From an optimization exercise on the open Yosys and OpenROAD flow, aimed at small area; shortcuts taken in it are not production practice.
The RTL was checked by simulation tests, not by an equivalence proof against the original design.
Power and IR drop assume default switching activity.

run 1:
## avr109
module avr109 (
	       input rst,
	       input clk,
	       input rxd,
	       output txd,
	       output intercept_mode,
	       output prog_mode,
	       output[15:0] prog_addr,
	       output[15:0] prog_data,
	       input[15:0] prog_data_in,
	       output prog_low,
	       output prog_high
	       );
==> flow/config.mk <==
export PLATFORM = sky130hd
export DESIGN_NAME = avr109
export DESIGN_NICKNAME = avr109
export VERILOG_FILES = /design/flow/design.v
export SDC_FILE = /design/flow/constraint.sdc
export NUM_CORES = 4
export LEC_CHECK = 0
export ABC_AREA = 1
export CAP_MARGIN = 20
export CORE_MARGIN = 2
export CORE_UTILIZATION = 75
export PLACE_DENSITY = 0.85
export SLEW_MARGIN = 20
==> flow/constraint.sdc <==
create_clock -name core_clock -period 10.0 [get_ports {clk}]
set_input_delay 2.0000 -clock core_clock [delete_from_list [all_inputs] [get_ports {clk}]]
set_output_delay 2.0000 -clock core_clock [all_outputs]
set_load 0.01 [all_outputs]
standard.sh (not shown) runs the stock make flow with config.mk's settings and CLKGATE_MAP_FILE= SYNTH_SCRIPT=/design/flow/synth_recipe.tcl, a recipe that flattens the netlist after the stock synthesis.
==> flow/flow/run.sh <==
#!/bin/bash
# Layout flow: the standard ORFS flow (standard.sh's make command) with
#  - synthesis: the standard flow's script, with an area-oriented ABC script (flow/abc_area.script)
#    in place of ORFS's; registers are mapped exactly as in the standard synthesis
#  - port buffers: sky130_fd_sc_hd__buf_1 on every input and output port
#  - CTS: small clock buffers, no dummy loads
# Each tool's output goes to a log file in this folder.
set -euo pipefail
W=$(pwd)
export MY_ABC_SCRIPT=$W/flow/abc_area.script
cat > $W/my_synth.tcl <<EOT
proc abc {args} {
  set i [lsearch \$args -script]
  if {\$i >= 0} { set args [lreplace \$args \$i [expr {\$i+1}] -script \$::env(MY_ABC_SCRIPT)] }
  yosys abc {*}\$args
}
source $W/synth_recipe.tcl
EOT
export BUFFER_PORTS_ARGS="-buffer_cell sky130_fd_sc_hd__buf_1"
export CTS_ARGS="-sink_clustering_enable -repair_clock_nets -dont_use_dummy_load -buf_list {sky130_fd_sc_hd__clkbuf_4}"
sed -e "s|SYNTH_SCRIPT=[^ ]*synth_recipe.tcl|SYNTH_SCRIPT=$W/my_synth.tcl|" standard.sh > my_standard.sh
grep -q "SYNTH_SCRIPT=$W/my_synth.tcl" my_standard.sh
bash my_standard.sh finish > $W/orfs_flow.log 2>&1
cp -f orfs/logs/*/avr109/base/1_2_yosys.log $W/yosys.log 2>/dev/null || true
==> flow/flow/abc_area.script <==
strash
dc2
strash
&get -n
&deepsyn -J 200 -S 1
&put
dch -f
map -a
mfs2 -a
strash
dch -f
amap
topo
[inputs] run 2 vs run 1
Settings: removing PLACE_DENSITY (formerly 0.85); changing CORE_UTILIZATION from 75 to 40.
--- a/flow/flow/run.sh
+++ b/flow/flow/run.sh
@@ -18,5 +18,5 @@
 EOT
 export BUFFER_PORTS_ARGS="-buffer_cell sky130_fd_sc_hd__buf_1"
-export CTS_ARGS="-sink_clustering_enable -repair_clock_nets -dont_use_dummy_load -buf_list {sky130_fd_sc_hd__clkbuf_4}"
+export CTS_ARGS="-sink_clustering_enable -repair_clock_nets -dont_use_dummy_load -buf_list {sky130_fd_sc_hd__clkbuf_2 sky130_fd_sc_hd__clkbuf_4 sky130_fd_sc_hd__clkbuf_8}"
 sed -e "s|SYNTH_SCRIPT=[^ ]*synth_recipe.tcl|SYNTH_SCRIPT=$W/my_synth.tcl|" standard.sh > my_standard.sh
 grep -q "SYNTH_SCRIPT=$W/my_synth.tcl" my_standard.sh
### Flow results
Run 1 and run 2 all finish clean. Run 1 and run 2 ended up with roughly the same worst slack on hold paths. Compared with run 1, run 2 shows a initial standard-cell utilization of the core that is 37 points lower. Run 2 against run 1: post-detailed-placement half-perimeter wirelength went up by about 1.3%, area growth from synthesis to layout went up by 3.0 points, worst-case setup margin in the final layout went up by 150 ps, total of endpoints with negative setup slack in the final report was more or less identical, slack of the worst reg-to-reg path went up by 80 ps. Comparing global-route usage for run 1 and run 2, the bigger number came from run 1. | detail-routed via count per cell | lower: run 2 |. Compared with run 1, in run 2 total power now larger; die width rose 35%.
Modified inputs, run 3 compared to run 2
Settings: setting PLACE_DENSITY to 0.92 for the first time; changing CORE_UTILIZATION from 40 to 85.
--- a/flow/flow/run.sh
+++ b/flow/flow/run.sh
@@ -18,5 +18,5 @@
 EOT
 export BUFFER_PORTS_ARGS="-buffer_cell sky130_fd_sc_hd__buf_1"
-export CTS_ARGS="-sink_clustering_enable -repair_clock_nets -dont_use_dummy_load -buf_list {sky130_fd_sc_hd__clkbuf_2 sky130_fd_sc_hd__clkbuf_4 sky130_fd_sc_hd__clkbuf_8}"
+export CTS_ARGS="-sink_clustering_enable -repair_clock_nets -dont_use_dummy_load -buf_list {sky130_fd_sc_hd__clkbuf_4}"
 sed -e "s|SYNTH_SCRIPT=[^ ]*synth_recipe.tcl|SYNTH_SCRIPT=$W/my_synth.tcl|" standard.sh > my_standard.sh
 grep -q "SYNTH_SCRIPT=$W/my_synth.tcl" my_standard.sh
--- outcome ---
- Of run 3 and run 2, only run 3 fails to reach the end of the flow.
- Diff run 3..run 2 | post-synthesis sequential element count | unchanged
- Run 2 -> run 3: count of different cell masters after synthesis delta 0, exact match
- Run 3 vs run 2 — horizontal extent of the die dropped by more than a quarter
- The run showing the greater initial standard-cell utilization of the core is run 3.
- Run 3 vs run 2: die extent in y down
- Floorplan row count (run 3 over run 2): decrease, 11
- Fraction of synthesis flops using an asynchronous set or reset pin came out exactly the same in run 3 and run 2.
- Re area fraction in compound gates after synthesis: no difference whatsoever between run 3 and run 2.
- Count of mapped cells out of synthesis came out exactly the same in run 3 and run 2.
Edits applied to the flow inputs when going from run 3 to run 4:
Settings: clearing PLACE_DENSITY, which used to be 0.92; swapping 85 for 40 in CORE_UTILIZATION.
==> flow/run.sh (new file) <==
#!/bin/bash
# synth_recipe.tcl (not shown) runs the flow's synth.tcl, then flattens the netlist and writes it again
# the make line also repeats each setting of config.mk as NAME=value (left out here)
make -C /OpenROAD-flow-scripts/flow DESIGN_CONFIG=/design/flow/config.mk WORK_HOME=/design/flow/orfs CLKGATE_MAP_FILE= SYNTH_SCRIPT=/design/flow/synth_recipe.tcl finish
removed: flow/flow/run.sh
removed: flow/flow/abc_area.script
removed: flow/standard.sh
Findings:
Changes observed in run 4 relative to run 3: synthesized net count rose 217, multiplexer share of the synthesized area rose 0.25 points. Synthesized cell count: run 4 vs run 3 up about 45%. Run 4 finished every stage and its layout cleared the timing, DRC and antenna checks. Effective utilization at floorplan: run 4 lower than run 3. Across both runs, x dimension of the die was higher for run 4 than for run 3. The run showing the smaller standard-cell row count is run 3.
Modified inputs, run 5 compared to run 4
==> flow/flow/run.sh (new file) <==
#!/bin/bash
# Layout flow: the standard ORFS flow (standard.sh's make command) with
#  - synthesis: the standard flow's script, with an area-oriented ABC script (flow/abc_area.script)
#    in place of ORFS's; registers are mapped exactly as in the standard synthesis
#  - port buffers: sky130_fd_sc_hd__buf_1 on every input and output port
#  - CTS: small clock buffers, no dummy loads
# Each tool's output goes to a log file in this folder.
set -euo pipefail
W=$(pwd)
export MY_ABC_SCRIPT=$W/flow/abc_area.script
cat > $W/my_synth.tcl <<EOT
proc abc {args} {
  set i [lsearch \$args -script]
  if {\$i >= 0} { set args [lreplace \$args \$i [expr {\$i+1}] -script \$::env(MY_ABC_SCRIPT)] }
  yosys abc {*}\$args
}
source $W/synth_recipe.tcl
EOT
export BUFFER_PORTS_ARGS="-buffer_cell sky130_fd_sc_hd__buf_1"
export CTS_ARGS="-sink_clustering_enable -repair_clock_nets -dont_use_dummy_load -buf_list {sky130_fd_sc_hd__clkbuf_2 sky130_fd_sc_hd__clkbuf_4 sky130_fd_sc_hd__clkbuf_8}"
sed -e "s|SYNTH_SCRIPT=[^ ]*synth_recipe.tcl|SYNTH_SCRIPT=$W/my_synth.tcl|" standard.sh > my_standard.sh
grep -q "SYNTH_SCRIPT=$W/my_synth.tcl" my_standard.sh
bash my_standard.sh finish > $W/orfs_flow.log 2>&1
cp -f orfs/logs/*/avr109/base/1_2_yosys.log $W/yosys.log 2>/dev/null || true
==> flow/flow/abc_area.script (new file) <==
strash
dc2
strash
&get -n
&deepsyn -T 30 -S 1
&put
dch -f
map -a
mfs2 -a
strash
dch -f
amap
topo
==> flow/standard.sh (new file) <==
#!/bin/bash
# synth_recipe.tcl (not shown) runs the flow's synth.tcl, then flattens the netlist and writes it again
# the make line also repeats each setting of config.mk as NAME=value (left out here)
make -C /OpenROAD-flow-scripts/flow DESIGN_CONFIG=/design/flow/config.mk WORK_HOME=/design/flow/orfs CLKGATE_MAP_FILE= SYNTH_SCRIPT=/design/flow/synth_recipe.tcl "${@:-finish}"
removed: flow/run.sh
Results
Between run 5 and run 4, the worst setup skew after layout is lower for run 4. Half-perimeter wire length after placement, run 5 and run 4, lower one = run 5. Core utilization: run 5 lower than run 4.


Another version of the RTL of avr109 (not shown whole).
Size in the first run: about 460 cells after synthesis, ~68 flip-flops, about 56 I/O pins.
clock: 10.0 ns
lec_check: 0
abc_area: 1
cap_margin: 20
core_margin: 2
core_utilization: 65
place_density: 0.75
slew_margin: 20
==> flow/flow/run.sh <==
#!/bin/bash
# Layout flow: the standard ORFS flow (standard.sh's make command) with
#  - synthesis: the standard flow's script, with an area-oriented ABC script (flow/abc_area.script)
#    in place of ORFS's; registers are mapped exactly as in the standard synthesis
#  - port buffers: sky130_fd_sc_hd__buf_1 on every input and output port
#  - CTS: small clock buffers, no dummy loads
# Each tool's output goes to a log file in this folder.
set -euo pipefail
W=$(pwd)
export MY_ABC_SCRIPT=$W/flow/abc_area.script
cat > $W/my_synth.tcl <<EOT
proc abc {args} {
  set i [lsearch \$args -script]
  if {\$i >= 0} { set args [lreplace \$args \$i [expr {\$i+1}] -script \$::env(MY_ABC_SCRIPT)] }
  yosys abc {*}\$args
}
source $W/synth_recipe.tcl
EOT
export BUFFER_PORTS_ARGS="-buffer_cell sky130_fd_sc_hd__buf_1"
export CTS_ARGS="-sink_clustering_enable -repair_clock_nets -dont_use_dummy_load -buf_list {sky130_fd_sc_hd__clkbuf_8}"
sed -e "s|SYNTH_SCRIPT=[^ ]*synth_recipe.tcl|SYNTH_SCRIPT=$W/my_synth.tcl|" standard.sh > my_standard.sh
grep -q "SYNTH_SCRIPT=$W/my_synth.tcl" my_standard.sh
bash my_standard.sh finish > $W/orfs_flow.log 2>&1
cp -f orfs/logs/*/avr109/base/1_2_yosys.log $W/yosys.log 2>/dev/null || true
==> flow/flow/abc_area.script <==
strash
dc2
strash
&get -n
&deepsyn -J 200 -S 1
&put
dch -f
map -a
mfs2 -a
strash
dch -f
amap
topo
Change:
--- a/flow/flow/run.sh
+++ b/flow/flow/run.sh
@@ -20 +20 @@
-export CTS_ARGS="-sink_clustering_enable -repair_clock_nets -dont_use_dummy_load -buf_list {sky130_fd_sc_hd__clkbuf_8}"
+export CTS_ARGS="-sink_clustering_enable -repair_clock_nets -dont_use_dummy_load -buf_list {sky130_fd_sc_hd__clkbuf_4}"
==> flow/flow/abc_area.script (replaced) <==
strash
dc2
strash
&get -n
&deepsyn -J 1000 -S 1
&put
dch -f
map -a
mfs2 -a
strash
dch -f
amap
topo
=> Setup slack gains 580 ps; area after synthesis fell by 1.4%; combinational power climbs to 3.4 times its value; wire length rose by about 1%; design area shrinks by about 2.6%; worst hold slack is worse by 7.9 ps; global-route usage climbs by 0.64 points; total power climbs by about 37%; sequential cell count stays the same; cell count went down by 3.4%; clock power decreases by 26%.
Change:
==> flow/flow/abc_area.script (replaced) <==
strash
dc2
strash
&get -n
&deepsyn -J 200 -S 1
&put
dch -f
map -a
mfs2 -a
strash
dch -f
amap
topo
Effect:
- clock-buffer cell count is unchanged
- total power drops by 33%
- global-route usage goes down by 0.64 points
- cell count increases by 3.5%
- area after synthesis went up by 1.5%
Change:
--- a/flow/flow/run.sh
+++ b/flow/flow/run.sh
@@ -20 +20 @@
-export CTS_ARGS="-sink_clustering_enable -repair_clock_nets -dont_use_dummy_load -buf_list {sky130_fd_sc_hd__clkbuf_4}"
+export CTS_ARGS="-sink_clustering_enable -repair_clock_nets -dont_use_dummy_load -buf_list {sky130_fd_sc_hd__clkbuf_8}"
==> flow/flow/abc_area.script (replaced) <==
strash
dc2
strash
&get -n
&deepsyn -J 1000 -S 1
&put
dch -f
map -a
mfs2 -a
strash
dch -f
amap
topo
=>
- The new run passed the timing, DRC and antenna checks
- clock power rose by 34%
- sequential power rises by about 21%
- setup slack gets better by 640 ps
- power increases by 57%
- die area decreases by 1.4%
- fmax came out higher by about 14%
- clock skew is lower by 23 ps
- area after synthesis drops by 1.4%
- count of clock-buffer cells in the layout does not change
- final area rises by 0.40%
- worst hold slack got worse by 14 ps

## port drivers added, routing unchanged
The results above use ideal ports. As a check the final layouts listed here were re-extracted and re-timed, cells and wires unchanged.
Step 1 sets driving cells, clkbuf_16 on the clock port and buf_2 on the other inputs (assumed; they add their load-dependent delay and slew).
Step 2 also shifts input and output timing later by t, the mid clock arrival at the registers, as if the neighbouring blocks saw the same clock.
Slacks: ideal ports / drivers / drivers and shift; pairs: ideal ports / drivers.
run	shift t [ns]	setup WS [ns]	worst setup path at the end	worst slew at a driven data input, ns
run 1	0.428	4.820 / 4.791 / 5.219	register to output	0.03
run 2	0.377	4.971 / 4.938 / 5.315	register to output	0.03
run 4	0.389	5.645 / 5.604 / 5.993	register to output	0.04
run 5	0.377	4.971 / 4.938 / 5.315	register to output	0.03
the first run of note 2	0.374	4.663 / 4.634 / 5.009	register to output	0.03
the second run of note 2	0.446	5.245 / 5.217 / 5.663	register to output	0.04
the third run of note 2	0.435	4.613 / 4.585 / 5.020	register to output	0.03
the fourth run of note 2	0.366	5.258 / 5.227 / 5.594	register to output	0.04
After both steps setup and hold are still met in every run listed.
